From an optimization exercise on the open Yosys and OpenROAD flow, aimed at small area and a short achievable clock period; shortcuts taken in it are not production practice.
The RTL was checked by simulation tests, not by an equivalence proof against the original design.
The clock port is modelled as an ideal driver, which makes a skipped or thinned clock tree look cheaper than it is; a real chip needs a root buffer or a tree.
Power figures rest on the tool's default switching activity, not on a simulated workload.

## HW
module HW(clk, rst, din, do0, do1, do2, count, di0, mo);
    input clk;
    input rst;
    input [49:0] din;
    output reg [9:0] do0;
    output reg [9:0] do1;
    output reg [9:0] do2;
    output [6:0] count;
    output [29:0] di0;
    output [89:0] mo;
    reg [3:0] cnt;
    assign count = {3'b000, cnt};
    reg [29:0] x012;      
    reg [19:0] x34;       
    reg [89:0] hist;      
    reg [9:0] d0, d1, d2;
    reg [8:0] e0, e1, e2;
    assign di0 = x012;
    assign mo = hist;
    wire [9:0] x0 = x012[9:0];
    wire [9:0] x1 = x012[19:10];
    wire [9:0] x2 = x012[29:20];
    wire [9:0] x3 = x34[9:0];
    wire [9:0] x4 = x34[19:10];
    always @(posedge clk, posedge rst) begin
        if (rst) begin
            cnt <= 4'd0;
            x012 <= 30'd0;
            x34 <= 20'd0;
            hist <= 90'd0;
            do0 <= 10'd0; do1 <= 10'd0; do2 <= 10'd0;
            d0 <= 10'd0; d1 <= 10'd0; d2 <= 10'd0;
            e0 <= 9'd0; e1 <= 9'd0; e2 <= 9'd0;
        end else begin
            cnt <= (cnt == 4'd10) ? 4'd0 : cnt + 4'd1;
            x012 <= din[29:0];
            x34 <= din[49:30];
            hist <= {hist[59:0], x012};
            do0 <= {x0[7:0], 2'b00} + {x1[7:0], 2'b00} + {x2[7:0], 2'b00} + d0 + {d0[8:0], 1'b0} + {e0, 1'b0};
            do1 <= {x1[7:0], 2'b00} + {x2[7:0], 2'b00} + {x3[7:0], 2'b00} + d1 + {d1[8:0], 1'b0} + {e1, 1'b0};
            do2 <= {x2[7:0], 2'b00} + {x3[7:0], 2'b00} + {x4[7:0], 2'b00} + d2 + {d2[8:0], 1'b0} + {e2, 1'b0};
            d0 <= x0 + x1 + x2;
            d1 <= x1 + x2 + x3;
            d2 <= x2 + x3 + x4;
            e0 <= d0[8:0];
            e1 <= d1[8:0];
            e2 <= d2[8:0];
        end
    end
endmodule
export LEC_CHECK = 0
export CAP_MARGIN = 20
export CORE_MARGIN = 2
export CORE_UTILIZATION = 40
export SLEW_MARGIN = 20
export BUFFER_PORTS_ARGS = -buffer_cell sky130_fd_sc_hd__buf_1
export SYNTH_ARGS = -noabc
export SETUP_SLACK_MARGIN = 5.9
export MYCTS_N = 12
export MYCTS_ROOTS = 4
export MYCTS_CELL = sky130_fd_sc_hd__clkbuf_16
export MYCTS_ROOTCELL = sky130_fd_sc_hd__clkbuf_8
export PRE_CTS_TCL = /design/flow/flow/pre_cts.tcl
create_clock -name core_clock -period 9.0 [get_ports {clk}]
standard.sh (not shown) runs the stock make flow with config.mk's settings and CLKGATE_MAP_FILE= SYNTH_SCRIPT=/design/flow/synth_recipe.tcl, a recipe that flattens the netlist after the stock synthesis.
==> flow/flow/run.sh <==
#!/bin/bash
# Layout flow: the standard ORFS flow, with extra ORFS settings from flow/extra.mk
# appended to config.mk (smaller port buffers, repair targets) and a flat two-level
# clock tree built by flow/mycts.tcl in place of TritonCTS (flow/pre_cts.tcl).
# Each tool's output goes to a log file in this folder.
set -euo pipefail
here=$(pwd)
cat "$here/flow/extra.mk" >> "$here/config.mk"
echo "export PRE_CTS_TCL = $here/flow/pre_cts.tcl" >> "$here/config.mk"
bash "$here/standard.sh" > "$here/orfs_make.log" 2>&1
==> flow/flow/extra.mk <==
export BUFFER_PORTS_ARGS = -buffer_cell sky130_fd_sc_hd__buf_1
export SYNTH_ARGS = -noabc
export SETUP_SLACK_MARGIN = 5.9
export MYCTS_N = 12
export MYCTS_ROOTS = 4
export MYCTS_CELL = sky130_fd_sc_hd__clkbuf_16
export MYCTS_ROOTCELL = sky130_fd_sc_hd__clkbuf_8
Other scripts of this flow, unchanged in this note and not shown: flow/flow/mycts.tcl, flow/flow/pre_cts.tcl
==> next run, changes <==
--- a/flow/flow/extra.mk
+++ b/flow/flow/extra.mk
@@ -3 +3 @@
-export SETUP_SLACK_MARGIN = 5.9
+export SETUP_SLACK_MARGIN = 6.0
CORE_UTILIZATION = 75   (was 40)
SETUP_SLACK_MARGIN = 6.0   (was 5.9)
What happened: Hold slack is about the same; setup slack loses 0.067 ns; routed wire length went up by 18%; fmax went down by 2.1%.
==> next run, changes <==
--- a/flow/flow/extra.mk
+++ b/flow/flow/extra.mk
@@ -3 +3 @@
-export SETUP_SLACK_MARGIN = 6.0
+export SETUP_SLACK_MARGIN = 6.1
CORE_UTILIZATION = 40   (was 75)
SETUP_SLACK_MARGIN = 6.1   (was 6.0)
Sequential power is about the same.
Synthesized cell count does not change.
Hold slack loses 0.0091 ns.
Setup slack improves by 0.080 ns.
Power is lower by 7.9%.
Final cell count goes up by about 16%.
==> next run, changes <==
--- a/flow/flow/extra.mk
+++ b/flow/flow/extra.mk
@@ -3 +3 @@
-export SETUP_SLACK_MARGIN = 6.1
+export SETUP_SLACK_MARGIN = 6.0
CORE_UTILIZATION = 60   (was 40)
SETUP_SLACK_MARGIN = 6.0   (was 6.1)
Effect: Global-route usage goes up by 7.5 points. Flip-flop and latch count is unchanged. Area after synthesis does not change. Design area goes down by a few percent. Sequential share of layout area goes up by 1.5 points.
In every run of this note, the design's own scripts or RTL, not TritonCTS, make the clock network.

---

== try-violet ==
HW again, from the RTL that the note above started with.
## HW
module HW(clk, rst, din, do0, do1, do2, count, di0, mo);
    input clk;
    input rst;
    input [49:0] din;
    output reg [9:0] do0;
    output reg [9:0] do1;
    output reg [9:0] do2;
    output [6:0] count;
    output [29:0] di0;
    output [89:0] mo;
    reg [3:0] cnt;
    assign count = {3'b000, cnt};
    reg [29:0] x012;      
    reg [19:0] x34;       
    reg [89:0] hist;      
    reg [9:0] d0, d1, d2;
    reg [8:0] e0, e1, e2;
    assign di0 = x012;
    assign mo = hist;
    wire [9:0] x0 = x012[9:0];
    wire [9:0] x1 = x012[19:10];
    wire [9:0] x2 = x012[29:20];
    wire [9:0] x3 = x34[9:0];
    wire [9:0] x4 = x34[19:10];
    always @(posedge clk, posedge rst) begin
        if (rst) begin
            cnt <= 4'd0;
            x012 <= 30'd0;
            x34 <= 20'd0;
            hist <= 90'd0;
            do0 <= 10'd0; do1 <= 10'd0; do2 <= 10'd0;
            d0 <= 10'd0; d1 <= 10'd0; d2 <= 10'd0;
            e0 <= 9'd0; e1 <= 9'd0; e2 <= 9'd0;
        end else begin
            cnt <= (cnt == 4'd10) ? 4'd0 : cnt + 4'd1;
            x012 <= din[29:0];
            x34 <= din[49:30];
            hist <= {hist[59:0], x012};
            do0 <= {x0[7:0], 2'b00} + {x1[7:0], 2'b00} + {x2[7:0], 2'b00} + d0 + {d0[8:0], 1'b0} + {e0, 1'b0};
            do1 <= {x1[7:0], 2'b00} + {x2[7:0], 2'b00} + {x3[7:0], 2'b00} + d1 + {d1[8:0], 1'b0} + {e1, 1'b0};
            do2 <= {x2[7:0], 2'b00} + {x3[7:0], 2'b00} + {x4[7:0], 2'b00} + d2 + {d2[8:0], 1'b0} + {e2, 1'b0};
            d0 <= x0 + x1 + x2;
            d1 <= x1 + x2 + x3;
            d2 <= x2 + x3 + x4;
            e0 <= d0[8:0];
            e1 <= d1[8:0];
            e2 <= d2[8:0];
        end
    end
endmodule
Settings: LEC_CHECK=0, CAP_MARGIN=20, CORE_MARGIN=2, CORE_UTILIZATION=40, SLEW_MARGIN=20, BUFFER_PORTS_ARGS=-buffer_cell sky130_fd_sc_hd__buf_1, SYNTH_ARGS=-noabc, SETUP_SLACK_MARGIN=6.0, MYCTS_N=12, MYCTS_ROOTS=4, MYCTS_CELL=sky130_fd_sc_hd__clkbuf_16, MYCTS_ROOTCELL=sky130_fd_sc_hd__clkbuf_8, PRE_CTS_TCL=/design/flow/flow/pre_cts.tcl; clock period 9.0 ns.
==> flow/flow/extra.mk <==
export BUFFER_PORTS_ARGS = -buffer_cell sky130_fd_sc_hd__buf_1
export SYNTH_ARGS = -noabc
export SETUP_SLACK_MARGIN = 6.0
export MYCTS_N = 12
export MYCTS_ROOTS = 4
export MYCTS_CELL = sky130_fd_sc_hd__clkbuf_16
export MYCTS_ROOTCELL = sky130_fd_sc_hd__clkbuf_8
==> flow/flow/mycts.tcl <==
# Flat clock tree: the clock port drives NCTS clkbuf cells, each of which drives the clock
# pins of one cluster of flip-flops (k-means on placed locations). Balanced by construction.
set nbuf [expr {[info exists ::env(MYCTS_N)] ? $::env(MYCTS_N) : 4}]
set bufcell [expr {[info exists ::env(MYCTS_CELL)] ? $::env(MYCTS_CELL) : "sky130_fd_sc_hd__clkbuf_16"}]
set block [ord::get_db_block]
set clknet [$block findNet clk]
set sinks {}
foreach it [$clknet getITerms] {
  set inst [$it getInst]
  set bb [$inst getBBox]
  lappend sinks [list [$inst getName] [$it getMTerm] [expr {([$bb xMin] + [$bb xMax]) / 2.0}] [expr {([$bb yMin] + [$bb yMax]) / 2.0}]]
}
set n [llength $sinks]
puts "MYCTS sinks $n buffers $nbuf"
# k-means, seeded by sorting on angle around the centroid
set cx 0; set cy 0
foreach s $sinks { set cx [expr {$cx + [lindex $s 2]}]; set cy [expr {$cy + [lindex $s 3]}] }
set cx [expr {$cx / $n}]; set cy [expr {$cy / $n}]
set ang {}
foreach s $sinks { lappend ang [list [expr {atan2([lindex $s 3] - $cy, [lindex $s 2] - $cx)}] $s] }
set ang [lsort -real -index 0 $ang]
set cent {}
for {set k 0} {$k < $nbuf} {incr k} {
  set s [lindex [lindex $ang [expr {int(($k + 0.5) * $n / $nbuf)}]] 1]
  lappend cent [list [expr {($cx + [lindex $s 2]) / 2.0}] [expr {($cy + [lindex $s 3]) / 2.0}]]
}
set cap [expr {int(ceil(1.0 * $n / $nbuf)) + 2}]
for {set iter 0} {$iter < 30} {incr iter} {
  # balanced assignment: sinks sorted by best-cluster distance, capacity-limited
  set cnt [lrepeat $nbuf 0]
  set assign {}
  set pairs {}
  set i 0
  foreach s $sinks {
    for {set k 0} {$k < $nbuf} {incr k} {
      set c [lindex $cent $k]
      lappend pairs [list [expr {abs([lindex $s 2] - [lindex $c 0]) + abs([lindex $s 3] - [lindex $c 1])}] $i $k]
    }
    incr i
  }
  set pairs [lsort -real -index 0 $pairs]
  array unset asg
  foreach p $pairs {
    lassign $p d i k
    if {[info exists asg($i)]} continue
    if {[lindex $cnt $k] >= $cap} continue
    set asg($i) $k
    lset cnt $k [expr {[lindex $cnt $k] + 1}]
  }
  set newc {}
  for {set k 0} {$k < $nbuf} {incr k} { lappend newc {0 0 0} }
  for {set i 0} {$i < $n} {incr i} {
    set k $asg($i); set s [lindex $sinks $i]
    lassign [lindex $newc $k] a b m
    lset newc $k [list [expr {$a + [lindex $s 2]}] [expr {$b + [lindex $s 3]}] [expr {$m + 1}]]
  }
  set cent {}
  foreach c $newc { lassign $c a b m; lappend cent [list [expr {$a / max($m,1)}] [expr {$b / max($m,1)}]] }
}
for {set k 0} {$k < $nbuf} {incr k} {
  set pins {}
  for {set i 0} {$i < $n} {incr i} {
    if {$asg($i) == $k} {
      set s [lindex $sinks $i]
      lappend pins [get_pins "[lindex $s 0]/[[lindex $s 1] getName]"]
    }
  }
  set c [lindex $cent $k]
  set dbu [$block getDbUnitsPerMicron]
  puts "MYCTS cluster $k: [llength $pins] sinks at [expr {[lindex $c 0] / $dbu}] [expr {[lindex $c 1] / $dbu}]"
  insert_buffer -buffer_cell $bufcell -net clk -load_pins $pins \
    -location [list [expr {[lindex $c 0] / $dbu}] [expr {[lindex $c 1] / $dbu}]] \
    -buffer_name myclkbuf_$k -net_name myclknet_$k
  set s0 [lindex $sinks [lsearch -exact -integer -index 0 [lmap i [lsort -integer [array names asg]] {list $asg($i)}] $k]]
  set lnet [[[$block findInst [lindex $s0 0]] findITerm [[lindex $s0 1] getName]] getNet]
  $lnet setSigType CLOCK
  puts "MYCTS net [$lnet getName] driver of [llength [$lnet getITerms]] pins"
}
# second level: the clock port drives NROOT buffers, each feeding a share of the leaf buffers
set nroot [expr {[info exists ::env(MYCTS_ROOTS)] ? $::env(MYCTS_ROOTS) : 1}]
set rootcell [expr {[info exists ::env(MYCTS_ROOTCELL)] ? $::env(MYCTS_ROOTCELL) : $bufcell}]
if {$nroot > 0} {
  set leaves {}
  foreach it [$clknet getITerms] {
    set inst [$it getInst]
    set bb [$inst getBBox]
    lappend leaves [list [$inst getName] [[$it getMTerm] getName] [expr {([$bb xMin] + [$bb xMax]) / 2.0}] [expr {([$bb yMin] + [$bb yMax]) / 2.0}]]
  }
  # split leaves into nroot groups by angle around their centroid
  set lx 0; set ly 0
  foreach l $leaves { set lx [expr {$lx + [lindex $l 2]}]; set ly [expr {$ly + [lindex $l 3]}] }
  set lx [expr {$lx / [llength $leaves]}]; set ly [expr {$ly / [llength $leaves]}]
  set la {}
  foreach l $leaves { lappend la [list [expr {atan2([lindex $l 3] - $ly, [lindex $l 2] - $lx)}] $l] }
  set la [lsort -real -index 0 $la]
  set nl [llength $la]
  for {set r 0} {$r < $nroot} {incr r} {
    set pins {}; set gx 0; set gy 0; set gm 0
    for {set i [expr {$r * $nl / $nroot}]} {$i < ($r + 1) * $nl / $nroot} {incr i} {
      set l [lindex [lindex $la $i] 1]
      lappend pins [get_pins "[lindex $l 0]/[lindex $l 1]"]
      set gx [expr {$gx + [lindex $l 2]}]; set gy [expr {$gy + [lindex $l 3]}]; incr gm
    }
    set dbu [$block getDbUnitsPerMicron]
    puts "MYCTS root $r: $gm leaf buffers"
    insert_buffer -buffer_cell $rootcell -net clk -load_pins $pins \
      -location [list [expr {$gx / $gm / $dbu}] [expr {$gy / $gm / $dbu}]] \
      -buffer_name myclkroot_$r -net_name myclkrootnet_$r
    set l [lindex [lindex $la [expr {$r * $nl / $nroot}]] 1]
    [[[$block findInst [lindex $l 0]] findITerm [lindex $l 1]] getNet] setSigType CLOCK
  }
}
$clknet setSigType CLOCK
global_connect
set_propagated_clock [all_clocks]
Scripts as last shown in full above: flow/flow/run.sh
Other scripts of this flow, unchanged in this note and not shown: flow/flow/pre_cts.tcl
try-violet finished all stages; the layout is clean.
diff inputs: try-violet => try-nickel
==> flow/flow/extra.mk <==
export BUFFER_PORTS_ARGS = -buffer_cell sky130_fd_sc_hd__buf_1
export SYNTH_ARGS = -noabc
export SETUP_SLACK_MARGIN = 6.0
export MYCTS_N = 16
export MYCTS_ROOTS = 4
export MYCTS_CELL = sky130_fd_sc_hd__clkbuf_8
export MYCTS_ROOTCELL = sky130_fd_sc_hd__clkbuf_8
--- a/flow/config.mk
+++ b/flow/config.mk
@@ -13,7 +13,7 @@
 export SYNTH_ARGS = -noabc
 export SETUP_SLACK_MARGIN = 6.0
-export MYCTS_N = 12
+export MYCTS_N = 16
 export MYCTS_ROOTS = 4
-export MYCTS_CELL = sky130_fd_sc_hd__clkbuf_16
+export MYCTS_CELL = sky130_fd_sc_hd__clkbuf_8
 export MYCTS_ROOTCELL = sky130_fd_sc_hd__clkbuf_8
 export PRE_CTS_TCL = /design/flow/flow/pre_cts.tcl
Results
- Per the comparison of try-nickel with try-violet, fraction of power consumed by combinational cells now sits higher; area added between synthesis and finish went down; utilization after layout shrank by 0.32 points; switching component of the power went down by 0.020 mW.
Here is what was changed in the inputs of try-zinc compared with try-nickel.
==> flow/flow/extra.mk <==
export BUFFER_PORTS_ARGS = -buffer_cell sky130_fd_sc_hd__buf_1
export SYNTH_ARGS = -noabc
export SETUP_SLACK_MARGIN = 6.4
export MYCTS_N = 12
export MYCTS_ROOTS = 4
export MYCTS_CELL = sky130_fd_sc_hd__clkbuf_16
export MYCTS_ROOTCELL = sky130_fd_sc_hd__clkbuf_8
--- a/flow/config.mk
+++ b/flow/config.mk
@@ -12,8 +12,8 @@
 export BUFFER_PORTS_ARGS = -buffer_cell sky130_fd_sc_hd__buf_1
 export SYNTH_ARGS = -noabc
-export SETUP_SLACK_MARGIN = 6.0
-export MYCTS_N = 16
+export SETUP_SLACK_MARGIN = 6.4
+export MYCTS_N = 12
 export MYCTS_ROOTS = 4
-export MYCTS_CELL = sky130_fd_sc_hd__clkbuf_8
+export MYCTS_CELL = sky130_fd_sc_hd__clkbuf_16
 export MYCTS_ROOTCELL = sky130_fd_sc_hd__clkbuf_8
 export PRE_CTS_TCL = /design/flow/flow/pre_cts.tcl
## What came out
In try-zinc, the relative area change from synthesis to final layout came out 9.8 points above the value in try-nickel. Re starting utilization of the core area: no difference whatsoever between try-nickel and try-zinc. Diff try-nickel..try-zinc | number of cells after detailed placement | negligible. NOTE: worst IR drop on VDD in try-zinc falls short of that of try-nickel. Route | try-zinc vs try-nickel | wire longer in try-zinc. STATUS post-route standard cell area excluding fillers: try-zinc loses against try-nickel. Peak clock frequency supported by timing shrinks slightly when moving from try-nickel to try-zinc.
[inputs] try-willow vs try-zinc
--- a/flow/flow/extra.mk
+++ b/flow/flow/extra.mk
@@ -1,5 +1,5 @@
 export BUFFER_PORTS_ARGS = -buffer_cell sky130_fd_sc_hd__buf_1
 export SYNTH_ARGS = -noabc
-export SETUP_SLACK_MARGIN = 6.4
+export SETUP_SLACK_MARGIN = 6.2
 export MYCTS_N = 12
 export MYCTS_ROOTS = 4
--- a/flow/config.mk
+++ b/flow/config.mk
@@ -12,5 +12,5 @@
 export BUFFER_PORTS_ARGS = -buffer_cell sky130_fd_sc_hd__buf_1
 export SYNTH_ARGS = -noabc
-export SETUP_SLACK_MARGIN = 6.4
+export SETUP_SLACK_MARGIN = 6.2
 export MYCTS_N = 12
 export MYCTS_ROOTS = 4
### Flow results
Taking try-zinc as the reference point, the number of fillers in the final layout of try-willow rises by 79.
try-willow ended up with a lower number of cells on the worst reg-to-reg path than try-zinc did.
try-willow gives less worst setup slack than try-zinc did.
Cmp try-willow vs try-zinc: growth of design area from synthesis to finish lower in try-willow
Critical path depth, try-zinc and try-willow: higher on try-willow
Combinational share of power: try-willow lower than try-zinc
Est. power | try-willow vs try-zinc | try-willow lower
try-willow vs try-zinc — period utilization rose 0.36 points.
In every run of this note, the design's own scripts or RTL, not TritonCTS, make the clock network.

==> port drivers added, routing unchanged <==
Ports are ideal in the flow. The routed layouts listed here were re-timed in OpenROAD.
Step 1 (the two cells are an assumption about what drives the block):
set clk [get_ports {clk}]
set_driving_cell -lib_cell sky130_fd_sc_hd__clkbuf_16 $clk
set_driving_cell -lib_cell sky130_fd_sc_hd__buf_2 [delete_from_list [all_inputs] $clk]
Step 2 adds t to the input delays and takes it off the output delays; t is the mean of the earliest and latest rising clock arrival at the registers after step 1. Input paths then give back, and output paths get back, about the clock's delay inside the block.
Slacks: ideal ports / drivers / drivers and shift; pairs: ideal ports / drivers.
run	t, ns	setup WS [ns]	worst setup path after step 2	worst data-port slew with drivers (ns)	cell pins on the clock port's net
the first run of note 1	0.387	5.918 / 5.918 / 5.876	input, reset recovery	0.04	4
the second run of note 1	0.374	5.851 / 5.852 / 5.852	register to register	0.05	4
the third run of note 1	0.386	5.931 / 5.931 / 5.931	register to register	0.05	4
the fourth run of note 1	0.379	5.969 / 5.969 / 5.969	register to register	0.05	4
try-violet	0.381	5.965 / 5.965 / 5.880	input, reset recovery	0.04	4
try-nickel	0.380	5.944 / 5.944 / 5.891	input, reset recovery	0.04	4
try-zinc	0.387	5.926 / 5.851 / 5.928	register to register	0.05	4
try-willow	0.389	5.893 / 5.893 / 5.893	register to register	0.04	4
After both steps setup and hold are still met in every run listed. The setup slack of try-violet, which loses most, moves by 0.000 ns with the drivers and by -0.085 ns with both steps. Setup slack includes reset recovery checks.
